Background: an optimization exercise with open tools, aiming at small area and a short achievable clock period. Do not read the settings as production practice. Function was checked by simulation only, so behaviour that the tests miss may differ from the original. Power is estimated from default activity; no workload was simulated.

==> flow/design.v (excerpt) <==
module muitiplier(
    input clk,rstn,
    input pipeline_muitiplier_flush,
    input pipeline_muitiplier_stall,
    input [4:0] pipeline_muitiplier_subtype,
    input [31:0] pipeline_muitiplier_din1,
    input [31:0] pipeline_muitiplier_din2,
    output [31:0] muitiplier_pipeline_dout
);
Settings: LEC_CHECK=0, ABC_AREA=1, CAP_MARGIN=20, CORE_MARGIN=2, CORE_UTILIZATION=55, SLEW_MARGIN=20, SYNTH_HIERARCHICAL=1; clock period 12.0 ns.
standard.sh (not shown) runs the stock make flow with config.mk's settings and CLKGATE_MAP_FILE= SYNTH_SCRIPT=/design/flow/synth_recipe.tcl, a recipe that flattens the netlist after the stock synthesis.
==> flow/flow/run.sh <==
#!/bin/bash
# The standard ORFS layout (standard.sh) with three changes:
#  - every port still gets a buffer, but a buf_2 instead of the slow
#    clkdlybuf4s50_1 that buffer_ports picks by default;
#  - clock tree synthesis without dummy loads;
#  - timing repair aims for the setup slack in SETUP_SLACK_MARGIN below.
set -euo pipefail
export BUFFER_PORTS_ARGS="-buffer_cell sky130_fd_sc_hd__buf_2"
export CTS_ARGS="-sink_clustering_enable -repair_clock_nets -dont_use_dummy_load -buf_list {sky130_fd_sc_hd__clkbuf_4 sky130_fd_sc_hd__clkbuf_8}"
export SETUP_SLACK_MARGIN=5.5
bash standard.sh > standard_flow.log 2>&1
The first run went through all stages and came out clean.
Then changed:
--- a/flow/flow/run.sh
+++ b/flow/flow/run.sh
@@ -9,3 +9,3 @@
 export CTS_ARGS="-sink_clustering_enable -repair_clock_nets -dont_use_dummy_load -buf_list {sky130_fd_sc_hd__clkbuf_4 sky130_fd_sc_hd__clkbuf_8}"
-export SETUP_SLACK_MARGIN=5.5
+export SETUP_SLACK_MARGIN=5.8
 bash standard.sh > standard_flow.log 2>&1
Effect:
- The new run went through all stages and came out clean
- worst setup slack improved by 0.30 ns
- power goes up slightly
- via count goes up slightly
- area after synthesis stays the same
- wire length goes up slightly
- clock skew stays the same
Then changed:
--- a/flow/flow/run.sh
+++ b/flow/flow/run.sh
@@ -9,3 +9,3 @@
 export CTS_ARGS="-sink_clustering_enable -repair_clock_nets -dont_use_dummy_load -buf_list {sky130_fd_sc_hd__clkbuf_4 sky130_fd_sc_hd__clkbuf_8}"
-export SETUP_SLACK_MARGIN=5.8
+export SETUP_SLACK_MARGIN=5.6
 bash standard.sh > standard_flow.log 2>&1
Cell count shrinks slightly.
Core utilization drops by 2.7 points.
Total power rose slightly.
Non-clock buffer count is lower by 40.
Clock-buffer cell count does not change.
Hold slack gets worse by 0.066 ns.
Flip-flop and latch count does not change.
Clock skew does not change.
Wire length decreases slightly.
Then changed:
==> flow/flow/run.sh (replaced) <==
#!/bin/bash
# The standard ORFS layout (standard.sh) with three changes:
#  - every port still gets a buffer, but a buf_4 instead of the slow
#    clkdlybuf4s50_1 that buffer_ports picks by default;
#  - clock tree synthesis without dummy loads;
#  - timing repair aims for the setup slack in SETUP_SLACK_MARGIN below.
set -euo pipefail
export BUFFER_PORTS_ARGS="-buffer_cell sky130_fd_sc_hd__buf_4"
export CTS_ARGS="-sink_clustering_enable -repair_clock_nets -dont_use_dummy_load -buf_list {sky130_fd_sc_hd__clkbuf_4 sky130_fd_sc_hd__clkbuf_8}"
export SETUP_SLACK_MARGIN=5.6
bash standard.sh > standard_flow.log 2>&1
First-iteration DRC count rose by 5.7%.
Synthesized area does not change.
Final cell count decreases by 0.43%.
Sequential power is about the same.
Core utilization came out higher by 0.17 points.
Total power shrinks by 2.4%.
Then changed:
==> flow/flow/run.sh (replaced) <==
#!/bin/bash
# The standard ORFS layout (standard.sh) with three changes:
#  - every port still gets a buffer, but a buf_2 instead of the slow
#    clkdlybuf4s50_1 that buffer_ports picks by default;
#  - clock tree synthesis without dummy loads;
#  - timing repair aims for the setup slack in SETUP_SLACK_MARGIN below.
set -euo pipefail
export BUFFER_PORTS_ARGS="-buffer_cell sky130_fd_sc_hd__buf_2"
export CTS_ARGS="-sink_clustering_enable -repair_clock_nets -dont_use_dummy_load -sink_clustering_size 30 -sink_clustering_max_diameter 120 -buf_list {sky130_fd_sc_hd__clkbuf_4 sky130_fd_sc_hd__clkbuf_8}"
export SETUP_SLACK_MARGIN=5.6
bash standard.sh > standard_flow.log 2>&1
--- a/flow/config.mk
+++ b/flow/config.mk
@@ -11,3 +11,3 @@
 export CORE_UTILIZATION = 55
-export SLEW_MARGIN = 20
+export SLEW_MARGIN = 45
 export SYNTH_HIERARCHICAL = 1
After rerunning: Cell area fell by 0.43%; combinational power grows by about 2%; non-clock buffer count went up by 15; synthesized area does not change; register-to-register slack gets better by 0.08 ns.
Then changed:
--- a/flow/flow/run.sh
+++ b/flow/flow/run.sh
@@ -8,3 +8,3 @@
 export BUFFER_PORTS_ARGS="-buffer_cell sky130_fd_sc_hd__buf_2"
-export CTS_ARGS="-sink_clustering_enable -repair_clock_nets -dont_use_dummy_load -sink_clustering_size 30 -sink_clustering_max_diameter 120 -buf_list {sky130_fd_sc_hd__clkbuf_4 sky130_fd_sc_hd__clkbuf_8}"
+export CTS_ARGS="-sink_clustering_enable -repair_clock_nets -dont_use_dummy_load -buf_list {sky130_fd_sc_hd__clkbuf_4 sky130_fd_sc_hd__clkbuf_8}"
 export SETUP_SLACK_MARGIN=5.6
--- a/flow/config.mk
+++ b/flow/config.mk
@@ -8,6 +8,6 @@
 export ABC_AREA = 1
-export CAP_MARGIN = 20
+export CAP_MARGIN = 5
 export CORE_MARGIN = 2
 export CORE_UTILIZATION = 55
-export SLEW_MARGIN = 45
+export SLEW_MARGIN = 5
 export SYNTH_HIERARCHICAL = 1
After rerunning:
- synthesized cell count stays the same
- wire length stays flat
- final area barely changes
- count of clock-buffer cells in the layout is unchanged
- clock power hardly moves

==> static timing again, ports no longer ideal <==
In the flow no input, the clock included, has a driving cell. The finished layouts below were timed again as built, in two steps. Step 1: set_driving_cell puts a clkbuf_16 on clk and a buf_2 on each other input, an assumption about the parent block. Step 2 also shifts input and output timing later by t, the mid clock arrival at the registers, as if the neighbouring blocks saw the same clock. a / b / c = ideal ports / drivers / drivers and shift; a / b = the first two.
run | t (ns) | setup WS [ns] | hold slack, ns | worst setup path at the end | worst register clock-pin slew, ns
the first run | 0.627 | 5.456 / 5.496 / 4.868 | 0.819 / 0.819 / 0.819 | input to register | 0.08 / 0.08
the second run | 0.612 | 5.760 / 5.734 / 5.178 | 0.872 / 0.872 / 0.872 | input to register | 0.09 / 0.09
the third run | 0.557 | 5.598 / 5.628 / 5.071 | 0.807 / 0.807 / 0.807 | input to register | 0.08 / 0.08
the fourth run | 0.567 | 5.561 / 5.598 / 5.032 | 1.087 / 1.087 / 1.087 | input to register | 0.09 / 0.09
the fifth run | 0.568 | 5.620 / 5.647 / 5.079 | 0.809 / 0.809 / 0.809 | input to register | 0.08 / 0.08
the sixth run | 0.557 | 5.598 / 5.628 / 5.071 | 0.807 / 0.807 / 0.807 | input to register | 0.08 / 0.08
After both steps every run listed still meets setup and hold. For the first run, which loses most, drivers alone change the setup slack by +0.040 ns; drivers and shift together by -0.588 ns.
